From an optimization exercise on the open Yosys and OpenROAD flow, aimed at small area; shortcuts taken in it are not production practice.
In this exercise RTL edits were held to simulation tests only and were not proved equivalent to the original.
No driver is modelled on the clock port, so clock power and skew are understated where the tree is cut down; a real chip needs a root buffer or a tree.
Power and IR drop assume default switching activity.

==> flow/design.v <==
module top(
    input logic clk,         
    input logic rst,         
    output logic RGB_R,      
    output logic RGB_G,      
    output logic RGB_B       
);
    localparam logic [15:0] DC_INIT  = 16'hc206 ^ 16'haaaa;
    localparam logic [15:0] UPD_MASK = 16'hf9df;
    localparam logic [15:0] UPD_VAL  = (16'h01ff ^ 16'haaaa) & UPD_MASK;
    logic [15:0] dc;         
    logic [7:0]  pwm;        
    logic [2:0]  seg;        
    logic [5:0]  x;          
    wire upd_phase = ((dc & UPD_MASK) == UPD_VAL);   
    wire calc      = upd_phase & ~dc[9] & ~dc[10];   
    wire wrap      = upd_phase & dc[10];   
    wire fb        = ~(dc[15] ^ dc[8]);   
    always_ff @(posedge clk) begin
        if (rst | wrap) dc <= DC_INIT;
        else            dc <= {~dc[14:0], fb};
    end
    always_ff @(posedge clk) begin
        if (rst)             pwm <= 8'd0;
        else if (!upd_phase) pwm <= pwm + 8'd1;
    end
    localparam logic [2:0] SEG0 = 3'd0;
    localparam logic [2:0] SEG1 = 3'd1;
    localparam logic [2:0] SEG2 = 3'd2;
    localparam logic [2:0] SEG3 = 3'd3;
    localparam logic [2:0] SEG4 = 3'd4;
    localparam logic [2:0] SEG5 = 3'd5;
    localparam logic [2:0] SEG_NONE = 3'd6;
    logic invalid, odd;
    logic [2:0] seg_next;
    logic ramp_gt, nz;
    wire x_last  = x[5] & x[4] & x[3] & x[1] & x[0];    
    always_ff @(posedge clk) begin
        if (rst) begin
            seg <= SEG_NONE;
            x   <= 6'd0;
        end else if (calc) begin
            x <= x_last ? 6'd0 : x + 6'd1;
            if (invalid | x_last)
                seg <= seg_next;
        end
    end
    wire [7:0] up = {x, 2'b00} + {4'b0, x[5:2]};
    wire [8:0] sum = {1'b0, pwm} + {1'b0, up ^ {8{~odd}}};
    assign ramp_gt = sum[8];
    assign nz = |pwm;
    always_comb begin
        case (seg)
            SEG0:     begin invalid = 1'b0; odd = 1'b0; seg_next = SEG1; {RGB_R, RGB_G, RGB_B} = {1'b0, ramp_gt, nz}; end
            SEG1:     begin invalid = 1'b0; odd = 1'b1; seg_next = SEG2; {RGB_R, RGB_G, RGB_B} = {ramp_gt, 1'b0, nz}; end
            SEG2:     begin invalid = 1'b0; odd = 1'b0; seg_next = SEG3; {RGB_R, RGB_G, RGB_B} = {nz, 1'b0, ramp_gt}; end
            SEG3:     begin invalid = 1'b0; odd = 1'b1; seg_next = SEG4; {RGB_R, RGB_G, RGB_B} = {nz, ramp_gt, 1'b0}; end
            SEG4:     begin invalid = 1'b0; odd = 1'b0; seg_next = SEG5; {RGB_R, RGB_G, RGB_B} = {ramp_gt, nz, 1'b0}; end
            SEG5:     begin invalid = 1'b0; odd = 1'b1; seg_next = SEG0; {RGB_R, RGB_G, RGB_B} = {1'b0, nz, ramp_gt}; end
            default:  begin invalid = 1'b1; odd = 1'b0; seg_next = SEG0; {RGB_R, RGB_G, RGB_B} = {nz, nz, nz}; end
        endcase
    end
endmodule
Settings: LEC_CHECK=0, CAP_MARGIN=20, CORE_MARGIN=2, CORE_UTILIZATION=40, SLEW_MARGIN=20; clock period 14.0 ns.
standard.sh (not shown) runs the stock make flow with config.mk's settings and CLKGATE_MAP_FILE= SYNTH_SCRIPT=/design/flow/synth_recipe.tcl, a recipe that flattens the netlist after the stock synthesis.
==> flow/flow/run.sh <==
#!/bin/bash
# Own layout flow: the standard synthesis, then its combinational logic
# re-mapped by ABC for area (registers kept as they are, see resyn.py), then
# the standard floorplan and placement with small port buffers, a clock step
# of its own (clock.tcl: one clock buffer driven by the clock port), and the
# standard routing and finishing.
set -euo pipefail
R=orfs/results/sky130hd/top/base
LIB=$FLOW_HOME/platforms/sky130hd/lib/sky130_fd_sc_hd__tt_025C_1v80.lib
MAKE_VARS=(BUFFER_PORTS_ARGS="-buffer_cell sky130_fd_sc_hd__buf_1" RECOVER_POWER=100)

bash standard.sh synth > 1_synth_standard.log 2>&1
cp $R/1_2_yosys.v $R/1_2_yosys_standard.v

python3 flow/resyn.py $LIB $FLOW_HOME/platforms/sky130hd/config.mk "$FLOW_TOP" \
  $R/1_2_yosys_standard.v $R/1_2_yosys.v 16 "${NUM_CORES:-4}" > 1_resyn.log 2>&1
touch $R/1_2_yosys.v

bash standard.sh "${MAKE_VARS[@]}" place > 2_place_standard.log 2>&1

FLOW_RESULTS=$R FLOW_FLOW_DIR=flow CLOCK_BUF=sky130_fd_sc_hd__clkbuf_16 CLOCK_NBUF=1 \
  openroad -no_init -exit flow/clock.tcl > 3_clock.log 2>&1

bash standard.sh "${MAKE_VARS[@]}" finish > 4_route_standard.log 2>&1
Other scripts of this flow, unchanged in this note and not shown: flow/flow/clock.tcl, flow/flow/clock_buffers.tcl, flow/flow/dff_stub.v, flow/flow/gen_models.py, flow/flow/resyn.py
Next try:
--- a/flow/design.v
+++ b/flow/design.v
@@ -6,15 +6,13 @@
     output logic RGB_B       
 );
-    localparam logic [15:0] DC_INIT  = 16'hc206 ^ 16'haaaa;
-    localparam logic [15:0] UPD_MASK = 16'hf9df;
-    localparam logic [15:0] UPD_VAL  = (16'h01ff ^ 16'haaaa) & UPD_MASK;
+    localparam logic [15:0] DC_INIT = 16'hb6d4 ^ 16'haaaa;
     logic [15:0] dc;         
     logic [7:0]  pwm;        
     logic [2:0]  seg;        
     logic [5:0]  x;          
-    wire upd_phase = ((dc & UPD_MASK) == UPD_VAL);   
-    wire calc      = upd_phase & ~dc[9] & ~dc[10];   
-    wire wrap      = upd_phase & dc[10];   
-    wire fb        = ~(dc[15] ^ dc[8]);   
+    wire upd_phase = (dc[15:3] == 13'h1555);    
+    wire calc      = upd_phase & ~dc[1];        
+    wire wrap      = upd_phase & dc[2];         
+    wire fb        = dc[15] ^ dc[8] ^ dc[6] ^ dc[1];
     always_ff @(posedge clk) begin
         if (rst | wrap) dc <= DC_INIT;
- area after synthesis rose by 1.6%
- routed wire length fell by 3.8%
- fmax fell by 3.7%
- flip-flop and latch count is unchanged
- final area rose by 1.5%
- global-route usage fell by 1.2 points
- power rose by 3.5%
- clock power hardly moves
- cell count fell by 2.0%
- utilization barely changes
- die area rose by 1.5%
- worst hold slack got worse by 14 ps
- clock skew hardly moves
- critical path depth rose by 2
No run of this note takes its clock network from TritonCTS; it comes from the design's own scripts or RTL.

## static timing again, ports no longer ideal
The results above use ideal ports. As a check the final layouts listed here were re-extracted and re-timed, cells and wires unchanged.
Step 1 sets driving cells, clkbuf_16 on the clock port and buf_2 on the other inputs (assumed; they add their load-dependent delay and slew).
Step 2 also shifts input and output timing later by t, the mid clock arrival at the registers, as if the neighbouring blocks saw the same clock.
Three values: no drivers, after step 1, after step 2; two values: the first two.
run | shift t [ns] | slack for setup (ns) | worst hold slack (ns) | clock arrival spread, ns | worst register clock-pin slew, ns
the first run | 0.200 | 8.878 / 8.848 / 9.048 | 0.394 / 0.394 / 0.394 | 0.006 / 0.006 | 0.11 / 0.11
the second run | 0.200 | 8.680 / 8.650 / 8.850 | 0.380 / 0.380 / 0.380 | 0.004 / 0.004 | 0.11 / 0.11
After both steps every run listed still meets setup and hold.
